From an optimization exercise on the open Yosys and OpenROAD flow, aimed at small area, a short achievable clock period and few clock cycles per item; shortcuts taken in it are not production practice. No functional check of the RTL was part of this run.

==> design.v <==
module fp_mul_prod (
  input      [31:0]   a,
  input      [31:0]   b,
  output              s,
  output     [9:0]    esum,     
  output     [25:0]   ph,       
  output              pl,       
  output              cn,       
  output              ci,       
  output              cz        
);
  wire [7:0]  ea = a[30:23];
  wire [7:0]  eb = b[30:23];
  wire a_ff = &ea;
  wire b_ff = &eb;
  wire a_fz = ~|a[22:0];
  wire b_fz = ~|b[22:0];
  wire a_zero = ~|ea;
  wire b_zero = ~|eb;
  wire a_nan = a_ff & ~a_fz;
  wire b_nan = b_ff & ~b_fz;
  wire a_inf = a_ff & a_fz;
  wire b_inf = b_ff & b_fz;
  assign s = a[31] ^ b[31];
  assign esum = {2'b00, ea} + {2'b00, eb} - 10'd127;
  wire [47:0] p = {1'b1, a[22:0]} * {1'b1, b[22:0]};
  assign ph = p[47:22];
  assign pl = |p[21:0];
  assign cn = a_nan | b_nan | (a_inf & b_zero) | (b_inf & a_zero);
  assign ci = a_inf | b_inf;
  assign cz = a_zero | b_zero;
endmodule
module fp_mul_round (
  input               s,
  input      [9:0]    esum,
  input      [25:0]   ph,
  input               pl,
  input               cn,
  input               ci,
  input               cz,
  output     [31:0]   res,
  output              rz,
  output              ri,
  output              rn
);
  wire        hi    = ph[25];
  wire [22:0] m_pre = hi ? ph[24:2] : ph[23:1];
  wire        g     = hi ? ph[1] : ph[0];
  wire        st    = hi ? (ph[0] | pl) : pl;
  wire        inc   = g & (st | m_pre[0]);
  wire [23:0] m_rnd = {1'b0, m_pre} + {23'd0, inc};
  wire signed [9:0] e_res = $signed(esum) + $signed({9'd0, hi}) + $signed({9'd0, m_rnd[23]});
  wire ovf = ~e_res[9] & (e_res[8] | (&e_res[7:0]));
  wire unf = e_res[9] | ~|e_res[8:0];
  assign rn = cn;
  assign ri = ~cn & (ci | (~cz & ovf));
  assign rz = ~cn & ~ci & (cz | unf);
  assign res = rn ? 32'h7fc00000 :
               ri ? {s, 8'hff, 23'd0} :
               rz ? {s, 31'd0} :
                    {s, e_res[7:0], m_rnd[22:0]};
endmodule
module fp_add_core (
  input               sa,
  input      [7:0]    ea,
  input      [23:0]   ma,
  input               za,
  input               ia,
  input               na,
  input               sb,
  input      [7:0]    eb,
  input      [23:0]   mb,
  input               zb,
  input               ib,
  input               nb,
  output reg [31:0]   res,
  output reg          rz,
  output reg          ri,
  output reg          rn
);
  wire        swap = {eb, mb[22:0]} > {ea, ma[22:0]};
  wire [7:0]  d_ab = ea - eb;
  wire [7:0]  d_ba = eb - ea;
  wire [7:0]  d    = swap ? d_ba : d_ab;
  wire        sx = swap ? sb : sa;
  wire [7:0]  ex = swap ? eb : ea;
  wire [23:0] mx = swap ? mb : ma;
  wire [23:0] my = swap ? ma : mb;
  wire        sub = sa ^ sb;
  wire [26:0] x27 = {mx, 3'b000};
  wire [26:0] yf  = {my, 3'b000};
  wire        far = |d[7:5];
  wire [26:0] ysh = far ? 27'd0 : (yf >> d[4:0]);
  wire [26:0] lost_mask = far ? 27'h7ffffff : ~(27'h7ffffff << d[4:0]);
  wire        y_st = |(yf & lost_mask);
  wire [26:0] y27 = {ysh[26:1], ysh[0] | y_st};
  wire [27:0] sum = sub ? ({1'b0, x27} - {1'b0, y27}) : ({1'b0, x27} + {1'b0, y27});
  reg [4:0] lz;
  integer i;
  always @(*) begin
    lz = 5'd27;
    for (i = 0; i < 27; i = i + 1) begin
      if (sum[i]) lz = 5'd26 - i[4:0];
    end
  end
  wire [26:0] nrm_r = {sum[27:2], sum[1] | sum[0]};
  wire [26:0] nrm_l = sum[26:0] << lz;
  wire [26:0] nrm = sum[27] ? nrm_r : nrm_l;
  wire signed [9:0] e_nrm = sum[27] ? ($signed({2'b00, ex}) + 10'sd1)
                                    : ($signed({2'b00, ex}) - $signed({5'd0, lz}));
  wire [22:0] m_pre = nrm[25:3];
  wire        g     = nrm[2];
  wire        st    = nrm[1] | nrm[0];
  wire        inc   = g && (st || m_pre[0]);
  wire [23:0] m_rnd = {1'b0, m_pre} + {23'd0, inc};
  wire signed [9:0] e_res = e_nrm + $signed({9'd0, m_rnd[23]});
  always @(*) begin
    rz = 1'b0; ri = 1'b0; rn = 1'b0;
    if (na || nb || (ia && ib && (sa != sb))) begin
      res = 32'h7fc00000; rn = 1'b1;
    end else if (ia) begin
      res = {sa, 8'hff, 23'd0}; ri = 1'b1;
    end else if (ib) begin
      res = {sb, 8'hff, 23'd0}; ri = 1'b1;
    end else if (za && zb) begin
      res = {sa & sb, 31'd0}; rz = 1'b1;
    end else if (za) begin
      res = {sb, eb, mb[22:0]};
    end else if (zb) begin
      res = {sa, ea, ma[22:0]};
    end else if (sum == 28'd0) begin
      res = 32'h00000000; rz = 1'b1;
    end else if (e_res >= 10'sd255) begin
      res = {sx, 8'hff, 23'd0}; ri = 1'b1;
    end else if (e_res <= 10'sd0) begin
      res = {sx, 31'd0}; rz = 1'b1;
    end else begin
      res = {sx, e_res[7:0], m_rnd[22:0]};
    end
  end
endmodule
module mac_acc_unit (
  input               io_ina_valid,
  output              io_ina_ready,
  input      [31:0]   io_ina_payload,
  input               io_inb_valid,
  output              io_inb_ready,
  input      [31:0]   io_inb_payload,
  output              io_out_valid,
  input               io_out_ready,
  output     [31:0]   io_out_payload,
  input               io_acc_enable,
  input      [15:0]   io_par_acc_cnt,
  input               clk,
  input               reset
);
  reg         a_v, b_v;
  reg  [31:0] a_r, b_r;
  reg         m_v;
  reg         m_s;
  reg  [9:0]  m_e;
  reg  [25:0] m_ph;
  reg         m_pl, m_cn, m_ci, m_cz;
  reg         q_v;
  reg  [31:0] q_r;
  reg         q_z, q_i, q_n;
  reg         s_s;
  reg  [30:0] s_r;
  reg         s_z, s_i, s_n;
  reg         emp;         
  reg         js;          
  reg         acc_rdy;     
  reg         lastf;       
  reg         donef;       
  reg  [15:0] cnt;         
  reg         o_v;
  reg  [31:0] o_r;
  wire consume  = q_v & acc_rdy;
  wire m_adv    = m_v & (~q_v | acc_rdy);
  wire ab_adv   = a_v & b_v & (~m_v | ~q_v | acc_rdy);
  assign io_ina_ready = ~a_v | ab_adv;
  assign io_inb_ready = ~b_v | ab_adv;
  wire start    = ~js & io_acc_enable & ~o_v;
  wire complete = js & (donef | (consume & lastf));
  wire js_n     = (js & ~complete) | start;
  wire emp_n    = complete | (emp & ~consume);
  wire [15:0] cnt_n = complete ? 16'd0 : (cnt + {15'd0, consume});
  wire donef_n  = ~emp_n & (cnt_n == io_par_acc_cnt);
  wire lastf_n  = ((cnt_n + 16'd1) == io_par_acc_cnt);
  wire acc_rdy_n = emp_n | (js_n & ~donef_n);
  wire        p_s;
  wire [9:0]  p_e;
  wire [25:0] p_ph;
  wire        p_pl, p_cn, p_ci, p_cz;
  fp_mul_prod u_prod (
    .a(a_r), .b(b_r), .s(p_s), .esum(p_e), .ph(p_ph), .pl(p_pl),
    .cn(p_cn), .ci(p_ci), .cz(p_cz));
  wire [31:0] r_w;
  wire        r_z, r_i, r_n;
  fp_mul_round u_round (
    .s(m_s), .esum(m_e), .ph(m_ph), .pl(m_pl), .cn(m_cn), .ci(m_ci), .cz(m_cz),
    .res(r_w), .rz(r_z), .ri(r_i), .rn(r_n));
  wire [31:0] add_w;
  wire        add_z, add_i, add_n;
  fp_add_core u_add (
    .sa(q_r[31]), .ea(q_r[30:23]), .ma({~q_z, q_r[22:0]}), .za(q_z), .ia(q_i), .na(q_n),
    .sb(s_s), .eb(s_r[30:23]), .mb({~s_z, s_r[22:0]}), .zb(s_z), .ib(s_i), .nb(s_n),
    .res(add_w), .rz(add_z), .ri(add_i), .rn(add_n));
  always @(posedge clk or posedge reset) begin
    if (reset) begin
      a_v <= 1'b0;
      b_v <= 1'b0;
      m_v <= 1'b0;
      q_v <= 1'b0;
      emp <= 1'b1;
      js <= 1'b0;
      acc_rdy <= 1'b1;
      lastf <= 1'b0;
      donef <= 1'b0;
      cnt <= 16'd0;
      o_v <= 1'b0;
      s_s <= 1'b0;
      s_z <= 1'b1;
      s_i <= 1'b0;
      s_n <= 1'b0;
    end else begin
      if (io_ina_ready) a_v <= io_ina_valid;
      if (io_inb_ready) b_v <= io_inb_valid;
      if (ab_adv) m_v <= 1'b1; else if (m_adv) m_v <= 1'b0;
      if (m_adv) q_v <= 1'b1; else if (consume) q_v <= 1'b0;
      emp <= emp_n;
      js <= js_n;
      acc_rdy <= acc_rdy_n;
      lastf <= lastf_n;
      donef <= donef_n;
      cnt <= cnt_n;
      if (complete) o_v <= 1'b1; else if (io_out_ready) o_v <= 1'b0;
      if (complete) begin
        s_s <= 1'b0; s_z <= 1'b1; s_i <= 1'b0; s_n <= 1'b0;
      end else if (consume) begin
        s_s <= add_w[31]; s_z <= add_z; s_i <= add_i; s_n <= add_n;
      end
    end
  end
  always @(posedge clk) begin
    if (io_ina_ready) a_r <= io_ina_payload;
    if (io_inb_ready) b_r <= io_inb_payload;
    if (ab_adv) begin
      m_s <= p_s; m_e <= p_e; m_ph <= p_ph; m_pl <= p_pl;
      m_cn <= p_cn; m_ci <= p_ci; m_cz <= p_cz;
    end
    if (m_adv) begin
      q_r <= r_w; q_z <= r_z; q_i <= r_i; q_n <= r_n;
    end
    if (consume) begin
      s_r <= add_w[30:0];
    end
    if (complete) o_r <= consume ? add_w : {s_s, s_r};
  end
  assign io_out_valid = o_v;
  assign io_out_payload = o_r;
endmodule
==> run.sh <==
#!/bin/bash
# synth_recipe.tcl (not shown) runs the flow's synth.tcl, then flattens the netlist and writes it again
# the make line also repeats each setting of config.mk as NAME=value (left out here)
make -C /OpenROAD-flow-scripts/flow DESIGN_CONFIG=/design/flow/config.mk WORK_HOME=/design/flow/orfs CLKGATE_MAP_FILE= SYNTH_SCRIPT=/design/flow/synth_recipe.tcl finish
==> config.mk <==
export PLATFORM = sky130hd
export DESIGN_NAME = mac_acc_unit
export DESIGN_NICKNAME = mac_acc_unit
export VERILOG_FILES = /design/flow/design.v
export SDC_FILE = /design/flow/constraint.sdc
export NUM_CORES = 4
export LEC_CHECK = 0
export CAP_MARGIN = 20
export CORE_MARGIN = 2
export CORE_UTILIZATION = 40
export PLACE_DENSITY = 0.6
export SLEW_MARGIN = 20
==> constraint.sdc <==
create_clock -name core_clock -period 15.0 [get_ports {clk}]
set_input_delay 3.0000 -clock core_clock [delete_from_list [all_inputs] [get_ports {clk}]]
set_output_delay 3.0000 -clock core_clock [all_outputs]
set_load 0.01 [all_outputs]
==> summary.txt <==
Pre-Repair DR Iteration Count 6; die area 104400 sq um; layout cells sized above 1 ~7.4%; Wirelength per Cell ~22 microns; final worst clock skew 0.05624 ns; H-Tree Depth 1; final core occ between 40% and 50%; Setup TNS 0 ns; pre-CTS setup slack 0.8497 ns; Tmin final 14.06 ns; placed cells roughly 6100; non-filler cells, final 6110; # DRC 0; Ys Warns 2; worst path arrival time 14.50 ns; CP startpoint kind register; IO buf count 120; max_cap viols 0; Clock Sinks 233; Post-Syn Area between 40000 and 50000 sq um; # setup viols final 0; NumNets Final between 5000 and 6000; vias in the first global route 34920; Worst EP required 15.44 ns; Slew HR between 20% and 30%; Synth Register Bits between 200 and 250; Total Wirelength 134900 microns; Max Slew Vio Count 0; f_max 0.07111 GHz; FF-to-FF Start s_r[29]$_DFFE_PP_; hold_buf cts 0; Seq/Total Area, Yosys 16.82%; Syn Inst Count roughly 4700; library cells used by synthesis roughly 110; Clock Tree Buf Depth 3; most common cell after layout, fill and taps aside inv_1; global-route wire length before repair 209000 microns; worst skew pair latency 0.64 ns; die height approximately 320 microns; core footprint 101400 sq um; TritonCTS Buffers 31; die width roughly 320 microns; Post-synth ARST share about an eighth; Setup WS post-layout about 0.94 ns; WHS about 0.5 ns; CP dominant cell by count buf_4; EDFF count, synth 203; Synth-to-Final Area Change 10.49%; most area-consuming cells after synthesis fa_1 (24%), edfxtp_1 (15%), ha_1 (8.8%); largest net degree at the start of global routing 55; Final ANT Viol Nets 0; Placer Congestion between 1 and 1.5; leading area contributor after synthesis fa_1; hold path startpoint m_v$_DFFE_PP0P_; Root Buffer clkbuf_16; Hold Crit Class reg2reg; top-area cell type share of the netlist area 23.98%; most frequent cells in the layout inv_1 (671), nand2_1 (565), fa_1 (486), ha_1 (285), nor2_1 (246); syn_area_per_cell 8.728 sq um; R2R Setup Slk 0.94 ns; I/O pins 121; Total GRT Usage 25.90%; Syn Nets ~5500; ant diodes 0; clock transition at the registers of the reported paths around 0.060 ns; Worst R2R End s_r[21]$_DFFE_PP_; HPWL after DPL 105300 microns; residual overflow from global routing 0; via count 34890; CP max-delay cell nor3_4; crit path kind reg2reg; initial detailed-routing violation count 3311; hold violation total from the final report 0; hold path depth 1; Max stage delay on crit path 0.63 ns; CP endpoint kind register; num rows 117; Reg2Reg Depth 55; post-route clock period utilization 93.75%; initial antenna violation count 2; Initial Util approximately 40%; Primary FF master, synth edfxtp_1; Worst Max-Slew Pin Slew about 1.1 ns; status timing/DRC/antenna clean; CTS tree done; post-DR vias/cell 5.710; Crit Path Max Fanout 21; Hold EP q_v$_DFFE_PP0P_
==> synthesized netlist by cell type (19+ instances only) <==
cell and n:
fa_1 488, clkbuf_1 207, o22ai_1 19, xor2_1 65, edfxtp_1 203, nand2b_1 35
mux2_2 41, o21ai_0 159, nor2b_1 35, and3_1 39, xnor2_1 110, nand3_1 86
o211ai_1 36, ha_1 287, nand2_1 568, and2_1 246, a211o_1 19, o21a_1 24
a31oi_1 29, nor2_1 247, o21bai_1 27, nor3_1 90, a21o_1 44, mux2i_1 111
mux4_2 24, a21oi_1 209, nor4_1 39, inv_1 673, a211oi_1 46, dfrtp_1 27
nand4_1 48
==> area by class of cell <==
class | count | area, sq um
clock inverters | 24 | 369.1
fillers | 10060 | 56450
clock buffers | 34 | 787.0
well taps | 1368 | 1712
flip-flops and latches | 233 | 6850
repair buffers | 264 | 2290
inverters | 681 | 2556
multi-input cells | 3506 | 30440
==> layer usage <==
| layer | wire, microns | track usage (%) | part of all wire, % |
|---|---|---|---|
| met5 | 0 | 0 | 0 |
| met4 | 6817 | 11.26 | 5.1 |
| met3 | 10230 | 3.600 | 7.6 |
| met2 | 61840 | 42.38 | 46 |
| met1 | 55990 | 34.24 | 42 |
==> critical path, delay by kind of cell, from the launching register on <==
| kind | cells | cell delay, ns |
|---|---|---|
| AO/OA/AOI/OAI | 21 | 4.48 |
| AND/OR/NAND/NOR | 18 | 4.40 |
| buffers and inverters | 7 | 1.73 |
| multiplexers | 4 | 1.38 |
| adder cells (fa/ha/maj) | 4 | 1.20 |
| flip-flops | 1 | 0.45 |
| XOR/XNOR | 1 | 0.20 |
==> timing repair <==
| action | 4_1_cts | 5_1_grt |
|---|---|---|
| endpoints found under the setup margin | 0 | 55 |
| hold endpoints to repair | 0 | 0 |
| buffers inserted | 0 | 0 |
| resized for setup | 0 | 12 |
==> stage by stage <==
stage	cell area [sq um]
2_1_floorplan	40730
5_1_grt	45000
3_5_place_dp	43790
4_1_cts	44940
3_3_place_gp	43770
6_report	45000
==> worst max path at each step <==
stage,endpoint,depth (start not counted),startpoint,slack (ns)
6_report,s_r[21]$_DFFE_PP_,55,s_r[29]$_DFFE_PP_,0.94
5_1_grt,o_r[27]$_DFFE_PP_,54,s_r[27]$_DFFE_PP_,-0.02
4_1_cts,s_r[21]$_DFFE_PP_,55,s_r[25]$_DFFE_PP_,0.77
3_5_place_dp,s_r[21]$_DFFE_PP_,55,s_r[25]$_DFFE_PP_,0.85
3_3_place_gp,o_r[7]$_DFFE_PP_,52,s_r[25]$_DFFE_PP_,1.06
2_1_floorplan,s_r[20]$_DFFE_PP_,57,s_r[25]$_DFFE_PP_,2.42
==> state kept, by name, indices dropped and copies added (netlist names), 10 cells and up <==
| register | count |
|---|---|
| a_r | 32 |
| b_r | 32 |
| o_r | 32 |
| q_r | 32 |
| s_r | 31 |
| m_ph | 26 |
| cnt | 16 |
| m_e | 10 |
==> cell families (layout without fill, tap and decap cells) <==
logic type,after synthesis,in the layout,share of synthesized area (%)
compound gates,835,835,13.98
mux,179,179,5.277
flops,233,233,16.82
simple gates,1540,1541,18.63
buf+inv,929,1003,8.693
xor+xnor,176,176,3.803
fa+ha+maj,775,775,32.80

-- port drivers added, routing unchanged --
No port has a modelled driver above. Below, the same layout with a new extraction and two added sets of constraints.
Step 1, drivers: a clkbuf_16 drives clk and a buf_2 each remaining input, both assumed.
Step 2 adds t to the input delays and takes it off the output delays; t is the mean of the earliest and latest rising clock arrival at the registers after step 1. Input paths then give back, and output paths get back, about the clock's delay inside the block.
Three values: ideal ports, drivers, drivers and shift; two values: the first two.
shift t [ns]: 0.674
setup slack, ns: 0.937 / 0.937 / 0.937
clock arrival spread, ns: 0.056 / 0.056
After both steps this run still meets setup and hold. The setup slack of this run moves by 0.000 ns with the drivers and by 0.000 ns with both steps.
